Source: an optimization exercise on an open RTL-to-GDS flow (aim: small area). Production flows keep margins and buffers that such runs may drop.
Function was checked by simulation only, so behaviour that the tests miss may differ from the original.
Power and IR drop assume default switching activity.

File: design.v
module en_clk_time (
	input	wire	clk, rst,
	output	reg	en_1clk,
	output	reg	en_clk,
	output	wire	deb_en,		 
	output	wire	sw_en		 
);
	reg	[3:0]	a;
	reg	[2:0]	b;
	reg	[6:0]	cnt_1clk;
	wire	a9	= a[3] & a[0];
	assign	deb_en	= b[1] & ~b[0] & ~a[3] & a[2] & ~a[1] & ~a[0];
	assign	sw_en		= b[1] & ~b[0] & ~a[3] & a[2] &  a[1] & ~a[0];
	always @(posedge clk or negedge rst) begin
		if (!rst) begin
			a <= 0; b <= 0; en_clk <= 0;
		end
		else if (a9) begin
			a <= 0; en_clk <= 1'b1;
			b <= b[2] ? 3'd0 : b + 1'b1;
		end
		else begin
			a <= a + 1'b1; en_clk <= 0;
		end
	end
	always @(posedge clk or negedge rst) begin
		if (!rst) begin
			en_1clk <= 0; cnt_1clk <= 0;
		end
		else if (en_clk) begin
			if (cnt_1clk[6] & cnt_1clk[5] & cnt_1clk[2]) begin
				en_1clk <= 1'b1; cnt_1clk <= 0;
			end
			else begin
				en_1clk <= 0; cnt_1clk <= cnt_1clk + 1'b1;
			end
		end
		else
			en_1clk <= 0;
	end
endmodule
module debouncer_control(
	input	wire			clk, rst,
	input	wire			deb_en, sw_en,
	input	wire	[4:0]	in_sw,
	output	wire	[4:0]	sw);
	reg	[4:0]	q, q2;
	always @(posedge clk or negedge rst) begin
		if (!rst) begin
			q <= 0; q2 <= 0;
		end
		else if (deb_en) begin
			q <= in_sw; q2 <= q;
		end
	end
	assign	sw = sw_en ? (q & ~q2) : 5'd0;
endmodule
module fsm (
	input	wire			clk, rst,
	input	wire	[4:0]	sw,
	output	wire	[5:0]	en_state,
	output	reg	[3:0]	cursor);
	reg	[2:0]	state;
	assign	en_state = {state == 3'd5, state == 3'd4, state == 3'd3,
							 state == 3'd2, state == 3'd1, state == 3'd0};
	always @(posedge clk or negedge rst) begin
		if (!rst)
			state <= 0;
		else if (sw[4])
			state <= (state == 3'd5) ? 3'd0 : state + 1'b1;
	end
	always @(posedge clk or negedge rst) begin
		if (!rst)
			cursor <= 0;
		else begin
			case (state)
				3'd1 : begin
					if (sw[0])
						cursor <= (cursor == 4'd5) ? 4'd0 : cursor + 1'b1;
					else if (sw[3])
						cursor <= (cursor == 4'd0) ? 4'd5 : cursor - 1'b1;
				end
				3'd2 : begin
					if (sw[0])
						cursor <= (cursor == 4'd7) ? 4'd0 : cursor + 1'b1;
					else if (sw[3])
						cursor <= (cursor == 4'd0) ? 4'd7 : cursor - 1'b1;
				end
				3'd3 : begin
					if (sw[0])
						cursor <= (cursor == 4'd13) ? 4'd0 : cursor + 1'b1;
					else if (sw[3])
						cursor <= (cursor == 4'd0) ? 4'd13 : cursor - 1'b1;
				end
				3'd5 : begin
					if (sw[0])
						cursor <= (cursor >= 4'd5) ? 4'd0 : cursor + 1'b1;
					else if (sw[3])
						cursor <= (cursor == 4'd0) ? 4'd5 : cursor - 1'b1;
				end
				default : cursor <= 0;
			endcase
		end
	end
endmodule
module watch_time (
	input	wire			clk, rst, en_1hz,
	input	wire			set_watch,
	input	wire	[5:0]	ld_hour,		 
	input	wire	[6:0]	ld_min, ld_sec,
	output	wire			ampm,
	output	reg	[1:0]	ht,
	output	reg	[3:0]	ho,
	output	reg	[2:0]	mt,
	output	reg	[3:0]	mo,
	output	reg	[2:0]	st,
	output	reg	[3:0]	so,
	output	reg			en_day);
	assign	ampm	= ht[1] | (ht[0] & (ho[3] | ho[2] | ho[1]));
	wire	s59	= st[2] & st[0] & so[3] & so[0];
	wire	m59	= mt[2] & mt[0] & mo[3] & mo[0];
	wire	h23	= ht[1] & ~ht[0] & ~ho[2] & ho[1] & ho[0];
	always @(posedge clk or negedge rst) begin
		if (!rst) begin
			{ht, ho, mt, mo, st, so} <= 0;
			en_day <= 0;
		end
		else if (set_watch) begin
			{ht, ho}	<= ld_hour;
			{mt, mo}	<= ld_min;
			{st, so}	<= ld_sec;
			en_day	<= 0;
		end
		else begin
			en_day <= 0;
			if (en_1hz) begin
				if (s59) begin
					{st, so} <= 0;
					if (m59) begin
						{mt, mo} <= 0;
						if (h23) begin
							{ht, ho} <= 0;
							en_day <= 1'b1;
						end
						else if (ht[1] & ht[0] & ho[0])
							{ht, ho} <= 0;
						else if (ho[3] & ho[0]) begin
							ht <= ht + 1'b1; ho <= 0;
						end
						else
							ho <= ho + 1'b1;
					end
					else if (mo[3] & mo[0]) begin
						mt <= mt + 1'b1; mo <= 0;
					end
					else
						mo <= mo + 1'b1;
				end
				else if (so[3] & so[0]) begin
					st <= st + 1'b1; so <= 0;
				end
				else
					so <= so + 1'b1;
			end
		end
	end
endmodule
module watch_date (
	input	wire			clk, rst, en_day,
	input	wire			set_date,
	input	wire	[15:0]	ld_year,
	input	wire	[3:0]	ld_month,
	input	wire	[4:0]	ld_day,
	output	reg	[4:0]	max_date,
	output	reg	[15:0]	year,
	output	reg	[3:0]	month,
	output	reg	[4:0]	day,
	output	wire	[2:0]	week);
	wire	[3:0]	y3 = year[15:12], y2 = year[11:8], y1 = year[7:4], y0 = year[3:0];
	wire	low0	= (year[7:0] == 8'd0);
	wire	leap	= (low0 ? (~y2[0] & ~(y2[1] ^ y3[0])) : (~y0[0] & ~(y0[1] ^ y1[0])));
	always @(*) begin
		case (month)
			4'd1, 4'd3, 4'd5, 4'd7, 4'd8, 4'd10, 4'd12 : max_date = 5'd31;
			4'd2		:	max_date = {4'b1110, leap};
			4'd4, 4'd6, 4'd9, 4'd11 : max_date = 5'd30;
			default	:	max_date = 5'd0;
		endcase
	end
	wire			jf		= (month == 4'd1) | (month == 4'd2);
	wire	[6:0]	klo	= {y1, 3'b0} + {y1, 1'b0} + y0;
	wire	[3:0]	hi		= {y3[0], 3'b0} + {y3[2:0], 1'b0} + y2;		 
	wire			yzero	= low0 & (year[15:8] == 8'd0);
	reg	[6:0]	k;
	reg	[3:0]	j;
	always @(*) begin
		if (!jf) begin
			k = klo; j = hi;
		end
		else if (yzero) begin
			k = 7'd83; j = 4'd3;
		end
		else if (low0) begin
			k = 7'd99; j = hi - 1'b1;
		end
		else begin
			k = klo - 1'b1; j = hi;
		end
	end
	reg	[5:0]	mterm;
	always @(*) begin
		case (month)
			4'd0 : mterm = 6'd2;		4'd1 : mterm = 6'd36;
			4'd2 : mterm = 6'd39;	4'd3 : mterm = 6'd10;
			4'd4 : mterm = 6'd13;	4'd5 : mterm = 6'd15;
			4'd6 : mterm = 6'd18;	4'd7 : mterm = 6'd20;
			4'd8 : mterm = 6'd23;	4'd9 : mterm = 6'd26;
			4'd10: mterm = 6'd28;	4'd11: mterm = 6'd31;
			4'd12: mterm = 6'd33;	4'd13: mterm = 6'd36;
			4'd14: mterm = 6'd39;	default: mterm = 6'd41;
		endcase
	end
	wire	[7:0]	wsum	= day + mterm + k + k[6:2] + j[3:2] - {j, 1'b0};
	wire	[4:0]	f1		= wsum[7:6] + wsum[5:3] + wsum[2:0];
	wire	[3:0]	f2		= f1[4:3] + f1[2:0];
	assign	week	= (f2 >= 4'd7) ? f2 - 4'd7 : f2[2:0];
	reg	[15:0]	year_inc;
	always @(*) begin
		year_inc = year;
		if (y0 != 4'd9)			year_inc[3:0] = y0 + 1'b1;
		else begin
			year_inc[3:0] = 0;
			if (y1 != 4'd9)		year_inc[7:4] = y1 + 1'b1;
			else begin
				year_inc[7:4] = 0;
				if (y2 != 4'd9)	year_inc[11:8] = y2 + 1'b1;
				else begin
					year_inc[11:8] = 0;
					year_inc[15:12] = y3 + 1'b1;
				end
			end
		end
	end
	wire	dmax	= (day == max_date);
	wire	m12	= (month == 4'd12);
	always @(posedge clk or negedge rst) begin
		if (!rst) begin
			year <= 0; month <= 0; day <= 0;
		end
		else if (set_date) begin
			year <= ld_year; month <= ld_month; day <= ld_day;
		end
		else if (en_day) begin
			if (dmax) begin
				day <= 5'd1;
				if (m12) begin
					month <= 4'd1;
					year <= (year == 16'h9999) ? 16'h0001 : year_inc;
				end
				else
					month <= month + 1'b1;
			end
			else
				day <= day + 1'b1;
		end
	end
endmodule
module set (
	input	wire			clk, rst,
	input	wire	[5:0]	en_state,
	input	wire	[4:0]	sw,
	input	wire	[3:0]	cursor,
	input	wire	[7:0]	bcd_hour, bcd_min, bcd_sec,
	input	wire	[15:0]	bcd_year,
	input	wire	[7:0]	bcd_month, bcd_day,
	input	wire	[4:0]	max_date,
	output	wire	[7:0]	o_hour, o_min, o_sec,
	output	wire	[15:0]	o_year,
	output	wire	[7:0]	o_month, o_day,
	output	wire	[7:0]	save_hour_q, save_min_q, save_sec_q,
	output	wire	[15:0]	save_year_q,
	output	wire	[7:0]	save_mon_q, save_day_q,
	output	wire	[7:0]	save_hour_d, save_min_d, save_sec_d,
	output	wire	[15:0]	save_year_d,
	output	wire	[7:0]	save_mon_d, save_day_d,
	output	wire	[7:0]	timer_hour_q, timer_min_q, timer_sec_q);
	reg		[7:0]	hour, hour_n;
	reg		[7:0]	min, min_n;
	reg		[7:0]	sec, sec_n;
	reg		[15:0]	year, year_n;
	reg		[7:0]	month, month_n;
	reg		[7:0]	day, day_n;
	reg		[7:0]	save_hour, save_hour_n;
	reg		[7:0]	save_min, save_min_n;
	reg		[7:0]	save_sec, save_sec_n;
	reg		[15:0]	save_year, save_year_n;
	reg		[7:0]	save_mon, save_mon_n;
	reg		[7:0]	save_day, save_day_n;
	reg		[7:0]	timer_hour, timer_hour_n;
	reg		[7:0]	timer_min, timer_min_n;
	reg		[7:0]	timer_sec, timer_sec_n;
	assign	{o_hour, o_min, o_sec, o_year, o_month, o_day} = {hour, min, sec, year, month, day};
	assign	{save_hour_q, save_min_q, save_sec_q, save_year_q, save_mon_q, save_day_q} =
				{save_hour, save_min, save_sec, save_year, save_mon, save_day};
	assign	{save_hour_d, save_min_d, save_sec_d, save_year_d, save_mon_d, save_day_d} =
				{save_hour_n, save_min_n, save_sec_n, save_year_n, save_mon_n, save_day_n};
	assign	{timer_hour_q, timer_min_q, timer_sec_q} = {timer_hour, timer_min, timer_sec};
	always @(*) begin
		hour_n = hour;
		min_n = min;
		sec_n = sec;
		year_n = year;
		month_n = month;
		day_n = day;
		save_hour_n = save_hour;
		save_min_n = save_min;
		save_sec_n = save_sec;
		save_year_n = save_year;
		save_mon_n = save_mon;
		save_day_n = save_day;
		timer_hour_n = timer_hour;
		timer_min_n = timer_min;
		timer_sec_n = timer_sec;
			case(en_state)
				6'b000001 : begin
					hour_n = bcd_hour;
					min_n = bcd_min; 
					sec_n = bcd_sec;
					year_n = bcd_year;
					month_n = bcd_month; 
					day_n = bcd_day;
				end
				6'b000010 : begin
					case(cursor)
						3'd0 : begin
							if (sw[1])
								if (sec[3:0] == 4'd9)
									sec_n[3:0]   = 4'd0;
								else
									sec_n[3:0]   = sec[3:0] + 1'd1;
							else if (sw[2])
								if (sec[3:0] == 4'd0)
									sec_n[3:0]   = 4'd9;
								else
									sec_n[3:0]   = sec[3:0] - 1'd1;
						end
						3'd1 : begin
							if (sw[1])
								if (sec[7:4] == 4'd5)
									sec_n[7:4]   = 4'd0;
								else
									sec_n[7:4]   = sec[7:4] + 1'd1;
							else if (sw[2])
								if (sec[7:4] == 4'd0)
									sec_n[7:4]   = 4'd5;
								else
									sec_n[7:4]   = sec[7:4] - 1'd1;
						end
						3'd2 : begin
							if (sw[1])
								if (min[3:0] == 4'd9)
									min_n[3:0]   = 4'd0;
								else
									min_n[3:0]   = min[3:0] + 1'd1;
							else if (sw[2])
								if (min[3:0] == 4'd0)
									min_n[3:0]   = 4'd9;
								else
									min_n[3:0]   = min[3:0] - 1'd1;
						end
						3'd3 : begin
							if (sw[1])
								if (min[7:4] == 4'd5)
									min_n[7:4]   = 4'd0;
								else
									min_n[7:4]   = min[7:4] + 1'd1;
							else if (sw[2])
								if (min[7:4] == 4'd0)
									min_n[7:4]   = 4'd5;
								else
									min_n[7:4]   = min[7:4] - 1'd1;
						end
						3'd4 : begin
							if (sw[1])
								if ((hour[7:4] == 4'd2) && (hour[3:0] >= 4'd4))
									hour_n[3:0]   = 4'd0;
								else if (hour[3:0] == 4'd9)
									hour_n[3:0]   = 4'd0;
								else
									hour_n[3:0]   = hour[3:0] + 1'd1;  
							else if (sw[2])
								if ((hour[7:4] == 4'd2) && (hour[3:0] == 4'd0))
									hour_n[3:0]   = 4'd3;
								else if (hour[3:0] == 4'd0)
									hour_n[3:0]   = 4'd9;
								else
									hour_n[3:0]   = hour[3:0] - 1'd1;
						end
						3'd5 : begin
							if (sw[1])
								if ((hour[7:4] == 4'd1) && (hour[3:0] >= 4'd4))
									hour_n[7:4]   = 4'd0;
								else if (hour[7:4] == 4'd2)
									hour_n[7:4]   = 4'd0;
								else
								hour_n[7:4]   = hour[7:4] + 1'd1; 
							else if (sw[2])
								if ((hour[7:4] == 4'd0) && (hour[3:0] >= 4'd4))
									hour_n[7:4]   = 4'd1;
								else if (hour[7:4] == 4'd0)
									hour_n[7:4]   = 4'd2;
								else
									hour_n[7:4]   = hour[7:4] - 1'd1;
						end
					endcase
				end
				6'b000100 : begin
					case(cursor)
						3'd0 : begin
							if (sw[1])
								if ((day[7:4] == (max_date / 4'd10)) && (day[3:0] >= (max_date % 4'd10)))
									day_n[3:0]    = day[7:4] ? 4'd0 : 4'd1;
								else if (day[3:0] == 4'd9)
									day_n[3:0]    = 4'd0;
								else
									day_n[3:0]    = day[3:0] + 1'd1;
							else if (sw[2])
								if ((day[7:4] == (max_date / 4'd10)) && (day[3:0] == 4'd0))
									day_n[3:0]    = (max_date % 4'd10);
								else if (((day[7:4] == 0) && (day[3:0] == 4'd1)) || (day[3:0] == 4'd0))
									day_n[3:0]    = 4'd9;
								else
									day_n[3:0]    = day[3:0] - 1'd1;
						end
						3'd1 : begin
							if (sw[1])
								if ((day[7:4] == (max_date / 4'd10 - 1'd1)) && (day[3:0] >= (max_date % 4'd10)))
									day_n[7:4]    = 4'd0;
								else if (day[7:4] == (max_date / 4'd10))
									day_n[7:4]    = day[3:0] ? 4'd0 : 4'd1;
								else
									day_n[7:4]    = day[7:4] + 1'd1;
							else if (sw[2])
								if ((day[7:4] == (max_date / 4'd10)) && (day[3:0] == 4'd0))
									day_n[3:0]    = (max_date % 4'd10);
								else if (day[7:4] == 4'd0)
									day_n[7:4]    = 4'd9;
								else
									day_n[3:0]    = day[3:0] - 1'd1;
						end
						3'd2 : begin
							if (sw[1])
								if ((month[7:4] == 4'd1) && (month[3:0] >= 4'd2))
									month_n[3:0]   = 4'd0;
								else if (month[3:0] == 4'd9)
									month_n[3:0]   = 4'd1;
								else
									month_n[3:0]  = month[3:0] + 1'd1;
							else if (sw[2])
								if ((month[7:4] == 4'd1) && (month[3:0] == 4'd0))
									month_n[3:0]   = 4'd2;
								else if (month[3:0] <= 4'd1)
									month_n[3:0]   = 4'd9;
								else
									month_n[3:0]  = month[3:0] - 1'd1;
						end
						3'd3 : begin
							if (sw[1])
								if ((month[7:4] == 4'd1) && (month[3:0] != 4'd0))
									month_n[7:4]  = 4'd0;
								else if (month[3:0] > 4'd2)
									month_n[7:4]  = 4'd0;
								else
									month_n[7:4]  = month[7:4] + 1'd1;
							else if (sw[2])
								if ((month[7:4] == 4'd0) && (month[3:0] > 4'd2))
									month_n[7:4]  = 4'd0;
								else
									month_n[7:4]  = !month[7:4];
						end
						3'd4 : begin
							if(sw[1])
								if (year[3:0] == 4'd9)
									year_n[3:0]   = year[15:4] ? 4'd0 : 4'd1;
								else
									year_n[3:0]   = year[3:0] + 1'd1;
							else if (sw[2])
								if ((!year[15:4] && (year[3:0] <= 4'd1)) || (year[3:0] == 4'd0))
									year_n[3:0]   = 4'd9;
								else
									year_n[3:0]   = year[3:0] - 4'd1;
						end
						3'd5 : begin
							if(sw[1])
								if (year[7:4] == 4'd9)
									year_n[7:4]   = {year[15:8], year[3:0]} ? 4'd0 : 4'd1;
								else
									year_n[7:4]   = year[7:4] + 1'd1;
							else if (sw[2])
									if ((!{year[15:8], year[3:0]} && (year[7:4] <= 4'd1)) || (year[7:4] == 4'd0))
										year_n[7:4]   = 4'd9;
									else
										year_n[7:4]   = year[7:4] - 4'd1;
						end
						3'd6 : begin
							if(sw[1])
								if (year[11:8] == 4'd9)
									year_n[11:8]   = {year[15:12], year[7:0]} ? 4'd0 : 4'd1;
								else
									year_n[11:8]   = year[11:8] + 1'd1;
							else if (sw[2])
								if ((!{year[15:12], year[7:0]} && (year[11:8] <= 4'd1)) || (year[11:8] == 4'd0))
									year_n[11:8]   = 4'd9;
								else
									year_n[11:8]   = year[11:8] - 4'd1;
						end
						3'd7 : begin
							if(sw[1])
								if (year[15:12] == 4'd9)
									year_n[15:12]   = year[11:0] ? 4'd0 : 4'd1;
								else
									year_n[15:12]   = year[15:12] + 1'd1;
							else if (sw[2])
								if ((!year[11:0] && (year[15:12] <= 4'd1)) || (year[15:12] == 4'd0))
									year_n[15:12]   = 4'd9;
								else
									year_n[15:12]   = year[15:12] - 4'd1;
						end
					endcase
				end
				6'b001000	:	begin
					case(cursor)
						4'd0 : begin
							if (sw[1])
								if (save_sec[3:0] == 4'd9)
									save_sec_n[3:0]   = 4'd0;
								else
									save_sec_n[3:0]   = save_sec[3:0] + 1'd1;
							else if (sw[2])
								if (save_sec[3:0] == 4'd0)
									save_sec_n[3:0]   = 4'd9;
								else
									save_sec_n[3:0]   = save_sec[3:0] - 1'd1;
						end
						4'd1 : begin
							if (sw[1])
								if (save_sec[7:4] == 4'd5)
									save_sec_n[7:4]   = 4'd0;
								else
									sec_n[7:4]   = save_sec[7:4] + 1'd1;
							else if (sw[2])
								if (save_sec[7:4] == 4'd0)
									save_sec_n[7:4]   = 4'd5;
								else
									save_sec_n[7:4]   = save_sec[7:4] - 1'd1;
						end
						4'd2 : begin
							if (sw[1])
								if (save_min[3:0] == 4'd9)
									save_min_n[3:0]   = 4'd0;
								else
									save_min_n[3:0]   = save_min[3:0] + 1'd1;
							else if (sw[2])
								if (save_min[3:0] == 4'd0)
									save_min_n[3:0]   = 4'd9;
								else
									save_min_n[3:0]   = save_min[3:0] - 1'd1;
						end
						4'd3 : begin
							if (sw[1])
								if (save_min[7:4] == 4'd5)
									save_min_n[7:4]   = 4'd0;
								else
									save_min_n[7:4]   = save_min[7:4] + 1'd1;
							else if (sw[2])
								if (save_min[7:4] == 4'd0)
									save_min_n[7:4]   = 4'd5;
								else
									save_min_n[7:4]   = save_min[7:4] - 1'd1;
						end
						4'd4 : begin
							if (sw[1])
								if ((save_hour[7:4] == 4'd2) && (save_hour[3:0] >= 4'd4))
									save_hour_n[3:0]   = 4'd0;
								else if (save_hour[3:0] == 4'd9)
									save_hour_n[3:0]   = 4'd0;
								else
									save_hour_n[3:0]   = save_hour[3:0] + 1'd1;  
							else if (sw[2])
								if ((save_hour[7:4] == 4'd2) && (save_hour[3:0] == 4'd0))
									save_hour_n[3:0]   = 4'd3;
								else if (save_hour[3:0] == 4'd0)
									save_hour_n[3:0]   = 4'd9;
								else
									save_hour_n[3:0]   = save_hour[3:0] - 1'd1;
						end
						4'd5 : begin
							if (sw[1])
								if ((save_hour[7:4] == 4'd1) && (save_hour[3:0] >= 4'd4))
									save_hour_n[7:4]   = 4'd0;
								else if (save_hour[7:4] == 4'd2)
									save_hour_n[7:4]   = 4'd0;
								else
									save_hour_n[7:4]   = save_hour[7:4] + 1'd1;  
							else if (sw[2])
								if ((save_hour[7:4] == 4'd0) && (save_hour[3:0] >= 4'd4))
									save_hour_n[7:4]   = 4'd1;
								else if (save_hour[7:4] == 4'd0)
									save_hour_n[7:4]   = 4'd2;
								else
									save_hour_n[7:4]   = save_hour[7:4] - 1'd1;
						end
						4'd6 : begin
							if (sw[1])
								if ((save_day[7:4] == (max_date / 4'd10)) && (save_day[3:0] >= (max_date % 4'd10)))
									save_day_n[3:0]    = save_day[7:4] ? 4'd0 : 4'd1;
								else if (save_day[3:0] == 4'd9)
									save_day_n[3:0]    = 4'd0;
								else
									save_day_n[3:0]    = save_day[3:0] + 1'd1;
							else if (sw[2])
								if ((save_day[7:4] == (max_date / 4'd10)) && (save_day[3:0] == 4'd0))
									save_day_n[3:0]    = (max_date % 4'd10);
								else if (((save_day[7:4] == 0) && (save_day[3:0] == 4'd1)) || (save_day[3:0] == 4'd0))
									save_day_n[3:0]    = 4'd9;
								else
									save_day_n[3:0]    = save_day[3:0] - 1'd1;
						end
						4'd7 : begin
							if (sw[1])
								if ((save_day[7:4] == (max_date / 4'd10 - 1'd1)) && (save_day[3:0] >= (max_date % 4'd10)))
									save_day_n[7:4]    = 4'd0;
								else if (save_day[7:4] == (max_date / 4'd10))
									save_day_n[7:4]    = save_day[3:0] ? 4'd0 : 4'd1;
								else
									save_day_n[7:4]    = save_day[7:4] + 1'd1;
							else if (sw[2])
								if ((save_day[7:4] == (max_date / 4'd10)) && (save_day[3:0] == 4'd0))
									save_day_n[3:0]    = (max_date % 4'd10);
								else if (save_day[7:4] == 4'd0)
									save_day_n[7:4]    = 4'd9;
								else
									save_day_n[3:0]    = save_day[3:0] - 1'd1;
						end
						4'd8 : begin
							if (sw[1])
								if ((save_mon[7:4] == 4'd1) && (save_mon[3:0] >= 4'd2))
									save_mon_n[3:0]   = 4'd0;
								else if (save_mon[3:0] == 4'd9)
									save_mon_n[3:0]   = 4'd1;
								else
									save_mon_n[3:0]  = save_mon[3:0] + 1'd1;
							else if (sw[2])
								if ((save_mon[7:4] == 4'd1) && (save_mon[3:0] == 4'd0))
									save_mon_n[3:0]   = 4'd2;
								else if (save_mon[3:0] <= 4'd1)
									save_mon_n[3:0]   = 4'd9;
								else
									save_mon_n[3:0]  = save_mon[3:0] - 1'd1;
						end
						4'd9 : begin
							if (sw[1])
								if ((save_mon[7:4] == 4'd1) && (save_mon[3:0] != 4'd0))
									save_mon_n[7:4]  = 4'd0;
								else if (save_mon[3:0] > 4'd2)
									save_mon_n[7:4]  = 4'd0;
								else
									save_mon_n[7:4]  = save_mon[7:4] + 1'd1;
							else if (sw[2])
								if ((save_mon[7:4] == 4'd0) && (save_mon[3:0] > 4'd2))
									save_mon_n[7:4]  = 4'd0;
								else
									save_mon_n[7:4]  = !save_mon[7:4];
						end
						4'd10 : begin
							if(sw[1])
								if (save_year[3:0] == 4'd9)
									save_year_n[3:0]   = save_year[15:4] ? 4'd0 : 4'd1;
								else
									save_year_n[3:0]   = save_year[3:0] + 1'd1;
							else if (sw[2])
								if ((!save_year[15:4] && (save_year[3:0] <= 4'd1)) || (save_year[3:0] == 4'd0))
									save_year_n[3:0]   = 4'd9;
								else
									save_year_n[3:0]   = save_year[3:0] - 4'd1;
						end
						4'd11 : begin
							if(sw[1])
								if (save_year[7:4] == 4'd9)
									save_year_n[7:4]   = {save_year[15:8], save_year[3:0]} ? 4'd0 : 4'd1;
								else
									save_year_n[7:4]   = save_year[7:4] + 1'd1;
							else if (sw[2])
								if ((!{save_year[15:8], save_year[3:0]} && (save_year[7:4] <= 4'd1)) || (save_year[7:4] == 4'd0))
									save_year_n[7:4]   = 4'd9;
								else
									save_year_n[7:4]   = save_year[7:4] - 4'd1;
						end
						4'd12 : begin
							if(sw[1])
								if (save_year[11:8] == 4'd9)
									save_year_n[11:8]   = {save_year[15:12], save_year[7:0]} ? 4'd0 : 4'd1;
								else
									save_year_n[11:8]   = save_year[11:8] + 1'd1;
							else if (sw[2])
								if ((!{save_year[15:12], save_year[7:0]} && (save_year[11:8] <= 4'd1)) || (save_year[11:8] == 4'd0))
									save_year_n[11:8]   = 4'd9;
								else
									save_year_n[11:8]   = save_year[11:8] - 4'd1;
						end
						4'd13 : begin
							if(sw[1])
								if (save_year[15:12] == 4'd9)
									save_year_n[15:12]   = save_year[11:0] ? 4'd0 : 4'd1;
								else
									save_year_n[15:12]   = save_year[15:12] + 1'd1;
							else if (sw[2])
								if ((!save_year[11:0] && (save_year[15:12] <= 4'd1)) || (save_year[15:12] == 4'd0))
									save_year_n[15:12]   = 4'd9;
								else
									save_year_n[15:12]   = save_year[15:12] - 4'd1;
						end	
					endcase  
				end
				6'b100000 	: 	begin
					case(cursor)
						3'd0 : begin
							if (sw[1])
								if (timer_sec[3:0] == 4'd9)
									timer_sec_n[3:0]   = 4'd0;
								else
									timer_sec_n[3:0]   = timer_sec[3:0] + 1'd1;
							else if (sw[2])
								if (timer_sec[3:0] == 4'd0)
									timer_sec_n[3:0]   = 4'd9;
								else
									timer_sec_n[3:0]   = timer_sec[3:0] - 1'd1;
						end
						3'd1 : begin
							if (sw[1])
								if (timer_sec[7:4] == 4'd5)
									timer_sec_n[7:4]   = 4'd0;
								else
									timer_sec_n[7:4]   = timer_sec[7:4] + 1'd1;
							else if (sw[2])
								if (timer_sec[7:4] == 4'd0)
									timer_sec_n[7:4]   = 4'd5;
								else
									timer_sec_n[7:4]   = timer_sec[7:4] - 1'd1;
						end
						3'd2 : begin
							if (sw[1])
								if (timer_min[3:0] == 4'd9)
									timer_min_n[3:0]   = 4'd0;
								else
									timer_min_n[3:0]   = timer_min[3:0] + 1'd1;
							else if (sw[2])
								if (timer_min[3:0] == 4'd0)
									timer_min_n[3:0]   = 4'd9;
								else
									timer_min_n[3:0]   = timer_min[3:0] - 1'd1;
						end
						3'd3 : begin
							if (sw[1])
								if (timer_min[7:4] == 4'd5)
									timer_min_n[7:4]   = 4'd0;
								else
									timer_min_n[7:4]   = timer_min[7:4] + 1'd1;
							else if (sw[2])
								if (timer_min[7:4] == 4'd0)
									timer_min_n[7:4]   = 4'd5;
								else
									timer_min_n[7:4]   = timer_min[7:4] - 1'd1;
						end
						3'd4 : begin
							if (sw[1])
								if ((timer_hour[7:4] == 4'd2) && (timer_hour[3:0] >= 4'd4))
									timer_hour_n[3:0]   = 4'd0;
								else if (timer_hour[3:0] == 4'd9)
									timer_hour_n[3:0]   = 4'd0;
								else
									timer_hour_n[3:0]   = timer_hour[3:0] + 1'd1;  
							else if (sw[2])
								if ((timer_hour[7:4] == 4'd0) && (timer_hour[3:0] == 4'd0))
									timer_hour_n[3:0]   = 4'd3;
								else if (timer_hour[3:0] == 4'd0)
									timer_hour_n[3:0]   = 4'd9;
								else
									timer_hour_n[3:0]   = timer_hour[3:0] - 1'd1;
						end
						3'd5 : begin
							if (sw[1])
								if ((timer_hour[7:4] == 4'd2) && (timer_hour[3:0] >= 4'd4))
									timer_hour_n[7:4]   = 4'd0;
								else if (timer_hour[7:4] == 4'd2)
									timer_hour_n[7:4]   = 4'd0;
								else
									timer_hour_n[7:4]   = timer_hour[7:4] + 1'd1;  
							else if (sw[2])
								if ((timer_hour[7:4] == 4'd0) && (timer_hour[3:0] >= 4'd0))
									timer_hour_n[7:4]   = 4'd2;
								else if (hour[7:4] == 4'd0)
									timer_hour_n[7:4]   = 4'd2;
								else
									timer_hour_n[7:4]   = timer_hour[7:4] - 1'd1;
						end
					endcase
				end
			endcase
	end
	always @(posedge clk or negedge rst) begin
		if (!rst) begin
			hour <= 0;
			min <= 0;
			sec <= 0;
			year <= 0;
			month <= 0;
			day <= 0;
			save_hour <= 0;
			save_min <= 0;
			save_sec <= 0;
			save_year <= 0;
			save_mon <= 0;
			save_day <= 0;
			timer_hour <= 0;
			timer_min <= 0;
			timer_sec <= 0;
		end
		else begin
			hour <= hour_n;
			min <= min_n;
			sec <= sec_n;
			year <= year_n;
			month <= month_n;
			day <= day_n;
			save_hour <= save_hour_n;
			save_min <= save_min_n;
			save_sec <= save_sec_n;
			save_year <= save_year_n;
			save_mon <= save_mon_n;
			save_day <= save_day_n;
			timer_hour <= timer_hour_n;
			timer_min <= timer_min_n;
			timer_sec <= timer_sec_n;
		end
	end
endmodule
module alarm (
	input	wire	clk, rst,		 
	input	wire	rst_sw,
	input	wire	match,			 
	output	reg	led);
	reg	hit, on;
	always @(posedge clk) begin
		hit <= match;
		if (!rst)
			on <= 0;
		else if (rst_sw)
			on <= 0;
		else if (hit)
			on <= 1'b1;
		led <= on;
	end
endmodule
module timer (
	input	wire			clk, rst, stop, en_1clk,
	input	wire	[7:0]	timer_hour, timer_min, timer_sec,
	output	reg	[1:0]	ht,
	output	reg	[3:0]	ho,
	output	reg	[2:0]	mt,
	output	reg	[3:0]	mo,
	output	reg	[2:0]	st,
	output	reg	[3:0]	so);
	wire	s0	= ({st, so} == 7'd0);
	wire	m0	= ({mt, mo} == 7'd0);
	wire	h0	= ({ht, ho} == 6'd0);
	always @(posedge clk or negedge rst) begin
		if (!rst)
			{ht, ho, mt, mo, st, so} <= 0;
		else if (stop) begin
			{ht, ho} <= {timer_hour[5:4], timer_hour[3:0]};
			{mt, mo} <= {timer_min[6:4], timer_min[3:0]};
			{st, so} <= {timer_sec[6:4], timer_sec[3:0]};
		end
		else if (en_1clk) begin
			if (s0) begin
				if (m0) begin
					if (!h0) begin
						if (ho == 4'd0) begin
							ht <= ht - 1'b1; ho <= 4'd9;
						end
						else
							ho <= ho - 1'b1;
						{mt, mo} <= {3'd5, 4'd9};
						{st, so} <= {3'd5, 4'd9};
					end
				end
				else begin
					if (mo == 4'd0) begin
						mt <= mt - 1'b1; mo <= 4'd9;
					end
					else
						mo <= mo - 1'b1;
					{st, so} <= {3'd5, 4'd9};
				end
			end
			else if (so == 4'd0) begin
				st <= st - 1'b1; so <= 4'd9;
			end
			else
				so <= so - 1'b1;
		end
	end
endmodule
module stopwatch (
	input	wire			clk, rst,
	input	wire			en_stop,
	input	wire	[4:0]	sw,
	input	wire			set_stop,
	output	reg	[2:0]	ht,
	output	reg	[3:0]	ho,
	output	reg	[2:0]	mt,
	output	reg	[3:0]	mo,
	output	reg	[3:0]	st,
	output	reg	[3:0]	so);
	reg	stop;
	always @(posedge clk or negedge rst) begin
		if (!rst)
			stop <= 0;
		else if (set_stop & sw[1])
			stop <= ~stop;
	end
	wire	s100	= st[3] & st[1];				 
	wire	m59	= mt[2] & mt[0] & mo[3] & mo[0];
	wire	h59	= ht[2] & ht[0] & ho[3] & ho[0];
	always @(posedge clk or negedge rst) begin
		if (!rst)
			{ht, ho, mt, mo, st, so} <= 0;
		else if (stop) begin
			if (en_stop) begin
				if (s100) begin
					{st, so} <= 0;
					if (m59) begin
						{mt, mo} <= 0;
						if (h59)
							{ht, ho} <= 0;
						else if (ho[3] & ho[0]) begin
							ht <= ht + 1'b1; ho <= 0;
						end
						else
							ho <= ho + 1'b1;
					end
					else if (mo[3] & mo[0]) begin
						mt <= mt + 1'b1; mo <= 0;
					end
					else
						mo <= mo + 1'b1;
				end
				else if (so[3] & so[0]) begin
					st <= st + 1'b1; so <= 0;
				end
				else
					so <= so + 1'b1;
			end
		end
		else if (sw[2])
			{ht, ho, mt, mo, st, so} <= 0;
	end
endmodule
module lcd_display_string (
	input	wire			clk,
	input	wire	[4:0]	index,
	input	wire	[5:0]	mode,			 
	input	wire	[15:0]	year,
	input	wire	[7:0]	month, day,
	input	wire	[7:0]	hour, min, sec,
	input	wire	[2:0]	week,
	input	wire			ampm,
	input	wire	[15:0]	save_year,
	input	wire	[7:0]	save_mon, save_day,
	input	wire	[7:0]	save_hour, save_min, save_sec,
	input	wire	[7:0]	sw_hour, sw_min, sw_sec,
	input	wire	[7:0]	tm_hour, tm_min, tm_sec,
	output	reg	[7:0]	out);
	function [3:0] dg;		 
		input [3:0] n;
		dg = (n > 4'd9) ? 4'd0 : n;
	endfunction
	function [7:0] ch;
		input [3:0] d;
		ch = {4'h3, d};
	endfunction
	reg	[15:0]	l_year;
	reg	[7:0]		l_month, l_day;
	reg	[7:0]		l_hour, l_min, l_sec;
	reg	[2:0]		l_week;
	reg				l_ampm;
	wire	m_watch = mode[0], m_setw = mode[1], m_setd = mode[2], m_alarm = mode[3],
			m_stop = mode[4], m_timer = mode[5];
	wire	m_time = m_watch | m_setw | m_setd;
	always @(posedge clk) begin
		if (m_time) begin
			l_year	<= year;
			l_month	<= month;
			l_day		<= day;
			l_hour	<= hour;
			l_min		<= min;
			l_sec		<= sec;
		end
		else if (m_alarm) begin
			l_year	<= {dg(save_year[15:12]), dg(save_year[11:8]), dg(save_year[7:4]), dg(save_year[3:0])};
			l_month	<= {dg(save_mon[7:4]), dg(save_mon[3:0])};
			l_day		<= {dg(save_day[7:4]), dg(save_day[3:0])};
			l_hour	<= {dg(save_hour[7:4]), dg(save_hour[3:0])};
			l_min		<= {dg(save_min[7:4]), dg(save_min[3:0])};
			l_sec		<= {dg(save_sec[7:4]), dg(save_sec[3:0])};
		end
		else if (m_stop) begin
			l_hour	<= sw_hour;
			l_min		<= sw_min;
			l_sec		<= {dg(sw_sec[7:4]), sw_sec[3:0]};
		end
		else if (m_timer) begin
			l_hour	<= tm_hour;
			l_min		<= tm_min;
			l_sec		<= tm_sec;
		end
		if (m_time | m_alarm) begin
			l_week	<= week;
			l_ampm	<= ampm;
		end
	end
	reg	[7:0]	w0, w1, w2;
	always @(*) begin
		case (l_week)
			3'd1 : {w0, w1, w2} = {8'h53, 8'h55, 8'h4E};	 
			3'd2 : {w0, w1, w2} = {8'h4D, 8'h4F, 8'h4E};	 
			3'd3 : {w0, w1, w2} = {8'h54, 8'h55, 8'h45};	 
			3'd4 : {w0, w1, w2} = {8'h57, 8'h45, 8'h44};	 
			3'd5 : {w0, w1, w2} = {8'h54, 8'h48, 8'h55};	 
			3'd6 : {w0, w1, w2} = {8'h46, 8'h52, 8'h49};	 
			default : {w0, w1, w2} = {8'h53, 8'h41, 8'h54};	 
		endcase
	end
	wire	[7:0]	am = l_ampm ? 8'h50 : 8'h41;
	reg	[7:0]	c_date;
	always @(*) begin
		case (index[3:0])
			4'd0 : c_date = 8'h59;
			4'd1 : c_date = 8'h3A;
			4'd2 : c_date = ch(l_year[15:12]);
			4'd3 : c_date = ch(l_year[11:8]);
			4'd4 : c_date = ch(l_year[7:4]);
			4'd5 : c_date = ch(l_year[3:0]);
			4'd6 : c_date = 8'h20;
			4'd7 : c_date = 8'h4D;
			4'd8 : c_date = 8'h3A;
			4'd9 : c_date = ch(l_month[7:4]);
			4'd10: c_date = ch(l_month[3:0]);
			4'd11: c_date = 8'h20;
			4'd12: c_date = 8'h44;
			4'd13: c_date = 8'h3A;
			4'd14: c_date = ch(l_day[7:4]);
			default: c_date = ch(l_day[3:0]);
		endcase
	end
	reg	[7:0]	c_hms;
	always @(*) begin
		case (index[2:0])
			3'd0 : c_hms = ch(l_hour[7:4]);
			3'd1 : c_hms = ch(l_hour[3:0]);
			3'd2 : c_hms = 8'h3A;
			3'd3 : c_hms = ch(l_min[7:4]);
			3'd4 : c_hms = ch(l_min[3:0]);
			3'd5 : c_hms = 8'h3A;
			3'd6 : c_hms = ch(l_sec[7:4]);
			default : c_hms = ch(l_sec[3:0]);
		endcase
	end
	reg	[7:0]	c;
	always @(*) begin
		c = 8'h20;
		if (m_watch) begin
			if (!index[4])
				c = c_date;
			else case (index[3:0])
				4'd0 : c = am;
				4'd1 : c = 8'h4D;
				4'd2 : c = 8'h20;
				4'd3 : c = ch(l_hour[7:4]);
				4'd4 : c = ch(l_hour[3:0]);
				4'd5 : c = 8'h3A;
				4'd6 : c = ch(l_min[7:4]);
				4'd7 : c = ch(l_min[3:0]);
				4'd8 : c = 8'h3A;
				4'd9 : c = ch(l_sec[7:4]);
				4'd10: c = ch(l_sec[3:0]);
				4'd11: c = 8'h20;
				4'd12: c = 8'h20;
				4'd13: c = w0;
				4'd14: c = w1;
				default: c = w2;
			endcase
		end
		else if (m_setw) begin
			case (index)
				5'd0 : c = 8'h54;	5'd1 : c = 8'h69;	5'd2 : c = 8'h6D;	5'd3 : c = 8'h65;
				5'd4 : c = 8'h20;	5'd5 : c = 8'h53;	5'd6 : c = 8'h65;	5'd7 : c = 8'h74;
				5'd8 : c = 8'h20;	5'd9 : c = 8'h4D;	5'd10: c = 8'h6F;	5'd11: c = 8'h64;
				5'd12: c = 8'h65;	5'd13: c = 8'h20;	5'd14: c = 8'h20;	5'd15: c = 8'h20;
				5'd16: c = w0;		5'd17: c = w1;		5'd18: c = w2;		5'd19: c = 8'h20;
				5'd20: c = 8'h20;	5'd21: c = am;		5'd22: c = 8'h4D;	5'd23: c = 8'h20;
				default: c = c_hms;
			endcase
		end
		else if (m_setd) begin
			if (!index[4])
				c = c_date;
			else case (index[3:0])
				4'd0 : c = 8'h44;	4'd1 : c = 8'h61;	4'd2 : c = 8'h74;	4'd3 : c = 8'h65;
				4'd4 : c = 8'h20;	4'd5 : c = 8'h53;	4'd6 : c = 8'h65;	4'd7 : c = 8'h74;
				4'd8 : c = 8'h20;	4'd9 : c = 8'h4D;	4'd10: c = 8'h6F;	4'd11: c = 8'h64;
				4'd12: c = 8'h65;	default: c = 8'h20;
			endcase
		end
		else if (m_alarm) begin
			if (!index[4])
				c = c_date;
			else case (index[3:0])
				4'd0 : c = 8'h61;	4'd1 : c = 8'h6c;	4'd2 : c = 8'h61;	4'd3 : c = 8'h72;
				4'd4 : c = 8'h6d;	4'd5 : c = am;		4'd6 : c = 8'h4D;	4'd7 : c = 8'h20;
				default: c = c_hms;
			endcase
		end
		else if (m_stop) begin
			case (index)
				5'd0 : c = 8'h73;	5'd1 : c = 8'h74;	5'd2 : c = 8'h6f;	5'd3 : c = 8'h70;
				5'd5 : c = 8'h77;	5'd6 : c = 8'h61;	5'd7 : c = 8'h74;	5'd8 : c = 8'h63;
				5'd9 : c = 8'h68;
				default: c = (index[4] & index[3]) ? c_hms : 8'h20;
			endcase
		end
		else if (m_timer) begin
			case (index)
				5'd5 : c = 8'h77;	5'd6 : c = 8'h61;	5'd7 : c = 8'h74;	5'd8 : c = 8'h63;
				5'd9 : c = 8'h68;
				default: c = (index[4] & index[3]) ? c_hms : 8'h20;
			endcase
		end
	end
	always @(posedge clk)
		out <= c;
endmodule
module lcd_driver (
	input	wire			clk, rst,
	input	wire	[7:0]	data_char,
	output	reg	[4:0]	index_char,
	output	reg			lcd_rs,
	output	wire			lcd_rw,
	output	wire			lcd_e,
	output	wire	[7:0]	lcd_data);
	parameter	IDLE			= 4'h0;
	parameter	FUNC_SET		= 4'h1;
	parameter	DISP_OFF		= 4'h2;
	parameter	DISP_CLEAR	= 4'h3;
	parameter	DISP_ON		= 4'h4;
	parameter	MODE_SET		= 4'h5;
	parameter	PRINT_STRING= 4'h6;
	parameter	LINE2			= 4'h7;
	parameter	RETURN_HOME	= 4'h8;
	reg	[5:0]	cnt_en;
	reg			en_clk;
	reg	[2:0]	wait_cnt;
	reg	[3:0]	state;
	reg	[7:0]	data_bus;
	assign	lcd_rw	= 1'b0;
	assign	lcd_data	= data_bus;
	assign	lcd_e		= (state != IDLE) & (cnt_en[5] ? (cnt_en[4:0] == 5'd0) : (cnt_en[4:1] != 4'd0));
	always @(posedge clk or negedge rst) begin
		if (!rst) begin
			cnt_en <= 0; en_clk <= 0;
		end
		else begin
			cnt_en <= cnt_en + 1'b1;
			en_clk <= &cnt_en;
		end
	end
	always @(posedge clk or negedge rst) begin
		if (!rst) begin
			state <= IDLE; wait_cnt <= 0;
		end
		else if (en_clk) begin
			case (state)
				IDLE : begin
					wait_cnt <= wait_cnt + 1'b1;
					if (&wait_cnt) state <= FUNC_SET;
				end
				FUNC_SET		: state <= DISP_OFF;
				DISP_OFF		: state <= DISP_CLEAR;
				DISP_CLEAR	: state <= DISP_ON;
				DISP_ON		: state <= MODE_SET;
				MODE_SET		: state <= PRINT_STRING;
				PRINT_STRING: if (index_char == 5'd15)
									state <= LINE2;
								  else if (index_char == 5'd31)
									state <= RETURN_HOME;
				default		: state <= PRINT_STRING;		 
			endcase
		end
	end
	always @(posedge clk or negedge rst) begin
		if (!rst)
			index_char <= 0;
		else if (state == PRINT_STRING && en_clk)
			index_char <= index_char + 1'b1;
	end
	always @(posedge clk or negedge rst) begin
		if (!rst) begin
			lcd_rs <= 0; data_bus <= 0;
		end
		else begin
			lcd_rs <= (state == PRINT_STRING);
			case (state)
				IDLE			: data_bus <= 8'h01;
				FUNC_SET		: data_bus <= 8'h38;
				DISP_OFF		: data_bus <= 8'h08;
				DISP_CLEAR	: data_bus <= 8'h01;
				DISP_ON		: data_bus <= 8'h0C;
				MODE_SET		: data_bus <= 8'h06;
				PRINT_STRING: data_bus <= data_char;
				LINE2			: data_bus <= 8'hC0;
				default		: data_bus <= 8'h80;		 
			endcase
		end
	end
endmodule
module clock(
	clk,
	rst,
	rst_sw,
	stop,
	in_sw,
	lcd_rs,
	lcd_rw,
	lcd_e,
	lcd_data,
	led);
	input					clk, rst;
	input		[4:0]		in_sw;
	input					rst_sw;
	input					stop;
	output				lcd_rs;			 
	output				lcd_rw;			 
	output				lcd_e;			 
	output	[7:0]		lcd_data;
	output				led;
	wire	rstn = ~rst;
	function [5:0] bcd5;		 
		input [4:0] x;
		bcd5 = {x / 5'd10, 4'd0} | (x % 5'd10);
	endfunction
	function [4:0] bcd4;		 
		input [3:0] x;
		bcd4 = (x > 4'd9) ? {1'b1, x - 4'd10} : {1'b0, x};
	endfunction
	wire	en_1hz, en_stop, deb_en, sw_en;
	en_clk_time EN_TIME (.clk(clk), .rst(rstn), .en_1clk(en_1hz), .en_clk(en_stop),
		.deb_en(deb_en), .sw_en(sw_en));
	wire	[4:0]	sw;
	debouncer_control DEB (.clk(clk), .rst(rstn), .deb_en(deb_en), .sw_en(sw_en),
		.in_sw(in_sw), .sw(sw));
	wire	[5:0]	en_state;
	wire	[3:0]	cursor;
	fsm FSM (.clk(clk), .rst(rstn), .sw(sw), .en_state(en_state), .cursor(cursor));
	wire	[7:0]		s_hour, s_min, s_sec, s_month, s_day;
	wire	[15:0]	s_year;
	wire	[7:0]		a_hour, a_min, a_sec, a_mon, a_day;
	wire	[15:0]	a_year;
	wire	[7:0]		an_hour, an_min, an_sec, an_mon, an_day;
	wire	[15:0]	an_year;
	wire	[7:0]		t_hour, t_min, t_sec;
	wire	[1:0]	w_ht;
	wire	[3:0]	w_ho, w_mo, w_so;
	wire	[2:0]	w_mt, w_st;
	wire			ampm, en_day;
	wire	[15:0]	year;
	wire	[3:0]	month;
	wire	[4:0]	day;
	wire	[2:0]	week;
	wire	[4:0]	max_date;
	wire	[4:0]	ld_hour_bin	= {s_hour[5:4], 3'b0} + {s_hour[7:4], 1'b0} + s_hour[3:0];
	wire	[5:0]	ld_hour		= bcd5(ld_hour_bin);
	wire	[3:0]	ld_month		= {s_month[4], 3'b0} + {s_month[6:4], 1'b0} + s_month[3:0];
	wire	[4:0]	ld_day		= {s_day[5:4], 3'b0} + {s_day[7:4], 1'b0} + s_day[3:0];
	wire	[7:0]	bcd_hour		= {2'b0, w_ht, w_ho};
	wire	[7:0]	bcd_min		= {1'b0, w_mt, w_mo};
	wire	[7:0]	bcd_sec		= {1'b0, w_st, w_so};
	wire	[7:0]	bcd_month	= {3'b0, bcd4(month)};
	wire	[7:0]	bcd_day		= {2'b0, bcd5(day)};
	set SET (
		.clk(clk), .rst(rstn), .en_state(en_state), .sw(sw), .cursor(cursor),
		.bcd_hour(bcd_hour), .bcd_min(bcd_min), .bcd_sec(bcd_sec),
		.bcd_year(year), .bcd_month(bcd_month), .bcd_day(bcd_day),
		.max_date(max_date),
		.o_hour(s_hour), .o_min(s_min), .o_sec(s_sec), .o_year(s_year), .o_month(s_month), .o_day(s_day),
		.save_hour_q(a_hour), .save_min_q(a_min), .save_sec_q(a_sec),
		.save_year_q(a_year), .save_mon_q(a_mon), .save_day_q(a_day),
		.save_hour_d(an_hour), .save_min_d(an_min), .save_sec_d(an_sec),
		.save_year_d(an_year), .save_mon_d(an_mon), .save_day_d(an_day),
		.timer_hour_q(t_hour), .timer_min_q(t_min), .timer_sec_q(t_sec));
	watch_time TIME (
		.clk(clk), .rst(rstn), .en_1hz(en_1hz), .set_watch(en_state[1]),
		.ld_hour(ld_hour), .ld_min(s_min[6:0]), .ld_sec(s_sec[6:0]),
		.ampm(ampm), .ht(w_ht), .ho(w_ho), .mt(w_mt), .mo(w_mo), .st(w_st), .so(w_so),
		.en_day(en_day));
	watch_date DATE (
		.clk(clk), .rst(rstn), .en_day(en_day), .set_date(en_state[2]),
		.ld_year(s_year), .ld_month(ld_month), .ld_day(ld_day),
		.max_date(max_date), .year(year), .month(month), .day(day), .week(week));
	wire	match	= (an_sec == s_sec) && (an_min == s_min) && (an_hour == {2'b0, ld_hour}) &&
					  (an_year == s_year) && (an_mon == {3'b0, bcd4(ld_month)}) &&
					  (an_day == {2'b0, bcd5(ld_day)});
	alarm ALARM (.clk(clk), .rst(rstn), .rst_sw(rst_sw), .match(match), .led(led));
	wire	[1:0]	tm_ht;
	wire	[3:0]	tm_ho, tm_mo, tm_so;
	wire	[2:0]	tm_mt, tm_st;
	timer TIMER (
		.clk(clk), .rst(rstn), .stop(stop), .en_1clk(en_1hz),
		.timer_hour(t_hour), .timer_min(t_min), .timer_sec(t_sec),
		.ht(tm_ht), .ho(tm_ho), .mt(tm_mt), .mo(tm_mo), .st(tm_st), .so(tm_so));
	wire	[2:0]	sp_ht, sp_mt;
	wire	[3:0]	sp_ho, sp_mo, sp_st, sp_so;
	stopwatch STOP (
		.clk(clk), .rst(rstn), .en_stop(en_stop), .sw(sw), .set_stop(en_state[4]),
		.ht(sp_ht), .ho(sp_ho), .mt(sp_mt), .mo(sp_mo), .st(sp_st), .so(sp_so));
	wire	[7:0]	data_char;
	wire	[4:0]	index_char;
	lcd_display_string STR (
		.clk(clk), .index(index_char), .mode(en_state),
		.year(year), .month(bcd_month), .day(bcd_day),
		.hour(bcd_hour), .min(bcd_min), .sec(bcd_sec), .week(week), .ampm(ampm),
		.save_year(a_year), .save_mon(a_mon), .save_day(a_day),
		.save_hour(a_hour), .save_min(a_min), .save_sec(a_sec),
		.sw_hour({1'b0, sp_ht, sp_ho}), .sw_min({1'b0, sp_mt, sp_mo}), .sw_sec({sp_st, sp_so}),
		.tm_hour({2'b0, tm_ht, tm_ho}), .tm_min({1'b0, tm_mt, tm_mo}), .tm_sec({1'b0, tm_st, tm_so}),
		.out(data_char));
	lcd_driver DRV (
		.clk(clk), .rst(rstn), .data_char(data_char), .index_char(index_char),
		.lcd_rs(lcd_rs), .lcd_rw(lcd_rw), .lcd_e(lcd_e), .lcd_data(lcd_data));
endmodule
File: run.sh
#!/bin/bash
# synth_recipe.tcl (not shown) runs the flow's synth.tcl, then flattens the netlist and writes it again
# the make line also repeats each setting of config.mk as NAME=value (left out here)
make -C /OpenROAD-flow-scripts/flow DESIGN_CONFIG=/design/flow/config.mk WORK_HOME=/design/flow/orfs CLKGATE_MAP_FILE= SYNTH_SCRIPT=/design/flow/synth_recipe.tcl finish
File: config.mk
export PLATFORM = sky130hd
export DESIGN_NAME = clock
export DESIGN_NICKNAME = clock
export VERILOG_FILES = /design/flow/design.v
export SDC_FILE = /design/flow/constraint.sdc
export NUM_CORES = 4
export LEC_CHECK = 0
export CAP_MARGIN = 20
export CORE_MARGIN = 2
export CORE_UTILIZATION = 40
export SLEW_MARGIN = 20
File: constraint.sdc
create_clock -name core_clock -period 25.0 [get_ports {clk}]
set_input_delay 5.0000 -clock core_clock [delete_from_list [all_inputs] [get_ports {clk}]]
set_output_delay 5.0000 -clock core_clock [all_outputs]
set_load 0.01 [all_outputs]
==> summary.txt <==
cell type report:
cell class                      instances  area share
Sequential cell                       356      0.2702
Timing Repair Buffer                   79     0.01946
Clock buffer                           61     0.03680
Multi-Input combinational cell       3075      0.6026
Tap cell                             1040     0.03877
Clock inverter                         20    0.008649
Inverter                              208     0.02349
cell families after synthesis:
| family | after synthesis | share of synthesized area |
|---|---|---|
| multiplexers | 78 | 0.02700 |
| other | 1 | 0.0001209 |
| AO/OA/AOI/OAI | 1217 | 0.2538 |
| XOR/XNOR | 128 | 0.03664 |
| adder cells (fa/ha/maj) | 263 | 0.1107 |
| buffers and inverters | 459 | 0.05678 |
| AND/OR/NAND/NOR | 1388 | 0.2224 |
| flip-flops | 356 | 0.2925 |
cells in the final DEF, fill, tap and decap left out, types with 44 or more instances in the layout:
cell type	instances
o21ai_0	339
ha_1	239
o211ai_1	53
a21oi_1	286
nor3_1	120
inv_1	204
nand2_1	384
nand3_1	158
dfrtp_1	286
nor2_1	304
buf_4	59
a31oi_1	58
edfxtp_1	51
clkbuf_16	44
xnor2_1	86
layer usage:
layer,GRT usage,routed length [um]
met5,0,39
met4,0.1083,4841
met3,0.04535,10220
met2,0.4111,47100
met1,0.3787,47200
power groups by stage:
stage / registers, mW / logic (mW) / clock network [mW]
final: 0.713 / 0.511 / 0.686
after global routing: 0.719 / 0.563 / 0.721
after detailed placement: 0.723 / 0.501 / 0
after global placement: 0.723 / 0.498 / 0
after floorplan: 0.672 / 0.377 / 0
after CTS: 0.712 / 0.503 / 0.700
worst min path at each step:
stage	from	endpoint	slack (ns)	cells past startpoint
2_1_floorplan	ALARM.on$_SDFFE_PP0P_	ALARM.led$_DFF_P_	0.33	0
3_3_place_gp	ALARM.on$_SDFFE_PP0P_	ALARM.led$_DFF_P_	0.33	0
3_5_place_dp	ALARM.on$_SDFFE_PP0P_	ALARM.led$_DFF_P_	0.34	0
4_1_cts	ALARM.on$_SDFFE_PP0P_	ALARM.led$_DFF_P_	0.36	0
5_1_grt	ALARM.on$_SDFFE_PP0P_	ALARM.led$_DFF_P_	0.37	0
6_report	ALARM.on$_SDFFE_PP0P_	ALARM.led$_DFF_P_	0.35	0
sequential cells by signal (all words and copies together), names as in the netlist, 8 cells and up:
register	count
DATE.year	16
SET.save_year	16
SET.year	16
STR.l_year	16
DRV.data_bus	8
SET.day	8
SET.hour	8
SET.min	8
SET.month	8
SET.save_day	8
SET.save_hour	8
SET.save_min	8
SET.save_mon	8
SET.save_sec	8
SET.sec	8
SET.timer_hour	8
SET.timer_min	8
SET.timer_sec	8
STR.l_day	8
STR.l_hour	8
STR.l_min	8
STR.l_month	8
STR.l_sec	8
worst max-delay path: cells and delay by family, from the launching register on:
family,cells,cell delay (ns)
buffers and inverters,5,0.42
xor gates and xnor gates,3,0.56
AOI/OAI and AO/OA,12,1.91
adders and majority gates,12,4.55
DFF,1,0.47
and+or+nand+nor,3,0.27
stage by stage:
step	power [mW]	cells	utilization	hold WS (ns)	cell area [um^2]
final	1.910	4839	0.4354	0.3532	33560
after floorplan	1.049	3890	-	0.3314	31010
after CTS	1.915	4839	0.4353	0.3554	33560
after global placement	1.221	4758	0.4155	0.3339	32030
after global routing	2.003	4839	0.4354	0.3670	33560
after detailed placement	1.224	4758	0.4155	0.3428	32030
==> summary.md <==
| Metric | Value |
|---|---|
| Critical-path top delay cell | fa_1 |
| Clk sinks | 356 |
| Via count | 30530 |
| CP arrival | 8.77 ns |
| Worst setup path endpoint | STR.l_week[1]$_DFFE_PP_ |
| Deepest clock path buffer count | 3 |
| N_diodes | 0 |
| Worst-Margin Slew | 1.191 ns |
| Die Width | 282.4 um |
| Setup TNS | 0 ns |
| Fin crit period | 8.433 ns |
| RSZ-0062 raised after global routing | false |
| Final Cycle Share | 0.3373 |
| Pre-CTS WS | 16.66 ns |
| Die area | 79760 um^2 |
| FF-to-FF setup slack | 16.57 ns |
| Clk_skew | 0.01713 ns |
| Clk pwr share | 0.359 |
| Share of cells above drive strength 1 | 0.06396 |
| P&R area growth vs syn | 8.244% |
| Yosys top cell by area | dfrtp_1 |
| Yosys reg bits | 356 |
| Max Cap Viol | 0 |
| Worst VDD drop | 64.39 uV |
| Post-synth EDFFs | 51 |
| CP startpoint | DATE.month[1]$_DFFE_PP0P_ |
| CTS Buf Count | 44 |
| Largest net degree at the start of global routing | 144 |
| # rows | 102 |
| Area occupied by multi-input gates | 20230 um^2 |
| Synthesized area | 31010 um^2 |
| Initial DRC Count | 3660 |
| Antenna violations before repair | 3 |
| Gate count of the mapped netlist | 3890 |
| Switch share | 0.3571 |
| Vias in the first global route | 27840 |
| CTS resizes | 0 |
| Nets | 4033 |
| Synth warn | 12 |
| Crit. End Element | flip-flop |
| Detailed Place HPWL | 79.42 mm |
| Cts hold-fix bufs | 0 |
| Worst r2r path cells | 35 |
| Comb pwr share | 0.267 |
| CTS Root Cell | clkbuf_16 |
| Routed WL | 109.4 mm |
| PnR worst setup slack | 16.57 ns |
| Per-cell routed wire length | 22.61 um |
| Cell repeated most along the worst path | ha_1 |
| Hold crit path type | flip-flop to flip-flop |
| CP peak stage delay | 0.61 ns |
| Prevailing post-synth register cell | dfrtp_1 |
| Post-CTS repair timing setup buffer count | 0 |
| Final setup viols | 0 |
| GRT Resource Usage Total | 0.2698 |
| Critical path type | flip-flop to flip-flop |
| DR vias/cell | 6.309 |
| Drc violations | 0 |
| Syn Area/Cell | 7.971 um^2 |
| CTS clock-pin slew for the worst setup and hold paths | 0.06 ns |
| Fmax achieved | 118.6 MHz |
| Slew margin rel. | 0.2045 |
| CTS tree | built |
| Htree depth | 2 |
| Pins Over Slew Limit | 0 |
| Reg power frac | 0.373 |
| Ports | 21 |
| Final hold violations | 0 |
| Remaining global-route overflow | 0 |
| Mapped Nets | 4159 |
| Pre-antenna DRT Iters | 7 |
| PortBufs | 19 |
| Status | timing/DRC/antenna clean |
| Leakage | 13.58 nW |
| Die Height | 282.4 um |
| Post-synth top cells | 384 x nand2_1, 339 x o21ai_0, 307 x nor2_1 |
| Crit start category | flip-flop |
| Core Area | 77080 um^2 |
| Seq/Total Area, Yosys | 0.2925 |
| Top-count cell post-synth | nand2_1 |
| Worst Path Max Fanout | 7 |
| NetSw | 0.6821 mW |
| Async set-reset flop share out of synthesis | 0.8034 |
| ANT nets after route | 0 |
| Cell Int Power | 1.228 mW |
| Clock latency on the worst-skew pair | 0.61 ns |
| R2R Path Start | DATE.month[1]$_DFFE_PP0P_ |
| Top cells by area, synth | dfrtp_1 23%, ha_1 9.7%, o21ai_0 5.5%, edfxtp_1 4.9%, nand2_1 4.6% |
| Worst r2r dst | STR.l_week[1]$_DFFE_PP_ |
| First-pass GRT wire length | 168.5 mm |
| Yosys top cell area share | 0.2308 |
| Pwr/cell area | 56.91 nW/um^2 |
| Data required, critical path | 25.34 ns |
| Post-synth cell types | 102 |
| Initial Util | 0.4022 |
| Routability cong. | 0.9967 |
| Storage cell area | 9069 um^2 |
| Fillers | 7750 |

## what the ideal ports hide
The flow's constraints put no driver on any port. The routed layout listed below was extracted and timed again, unchanged, in two steps.
Step 1 assumes that a clkbuf_16 drives the clock port and a buf_2 every other input.
Step 2 adds t to the input delays and takes it off the output delays; t is the mean of the earliest and latest rising clock arrival at the registers after step 1. Input paths then give back, and output paths get back, about the clock's delay inside the block.
Three values: no drivers, after step 1, after step 2; two values: the first two.
shift t [ns]: 0.665
setup slack, ns: 16.567 / 16.567 / 16.567
slew at the worst register clock pin (ns): 0.06 / 0.06
pins driven straight from the clock port: 1
After both steps this run still meets setup and hold. For this run, drivers alone change the setup slack by 0.000 ns; drivers and shift together by 0.000 ns.
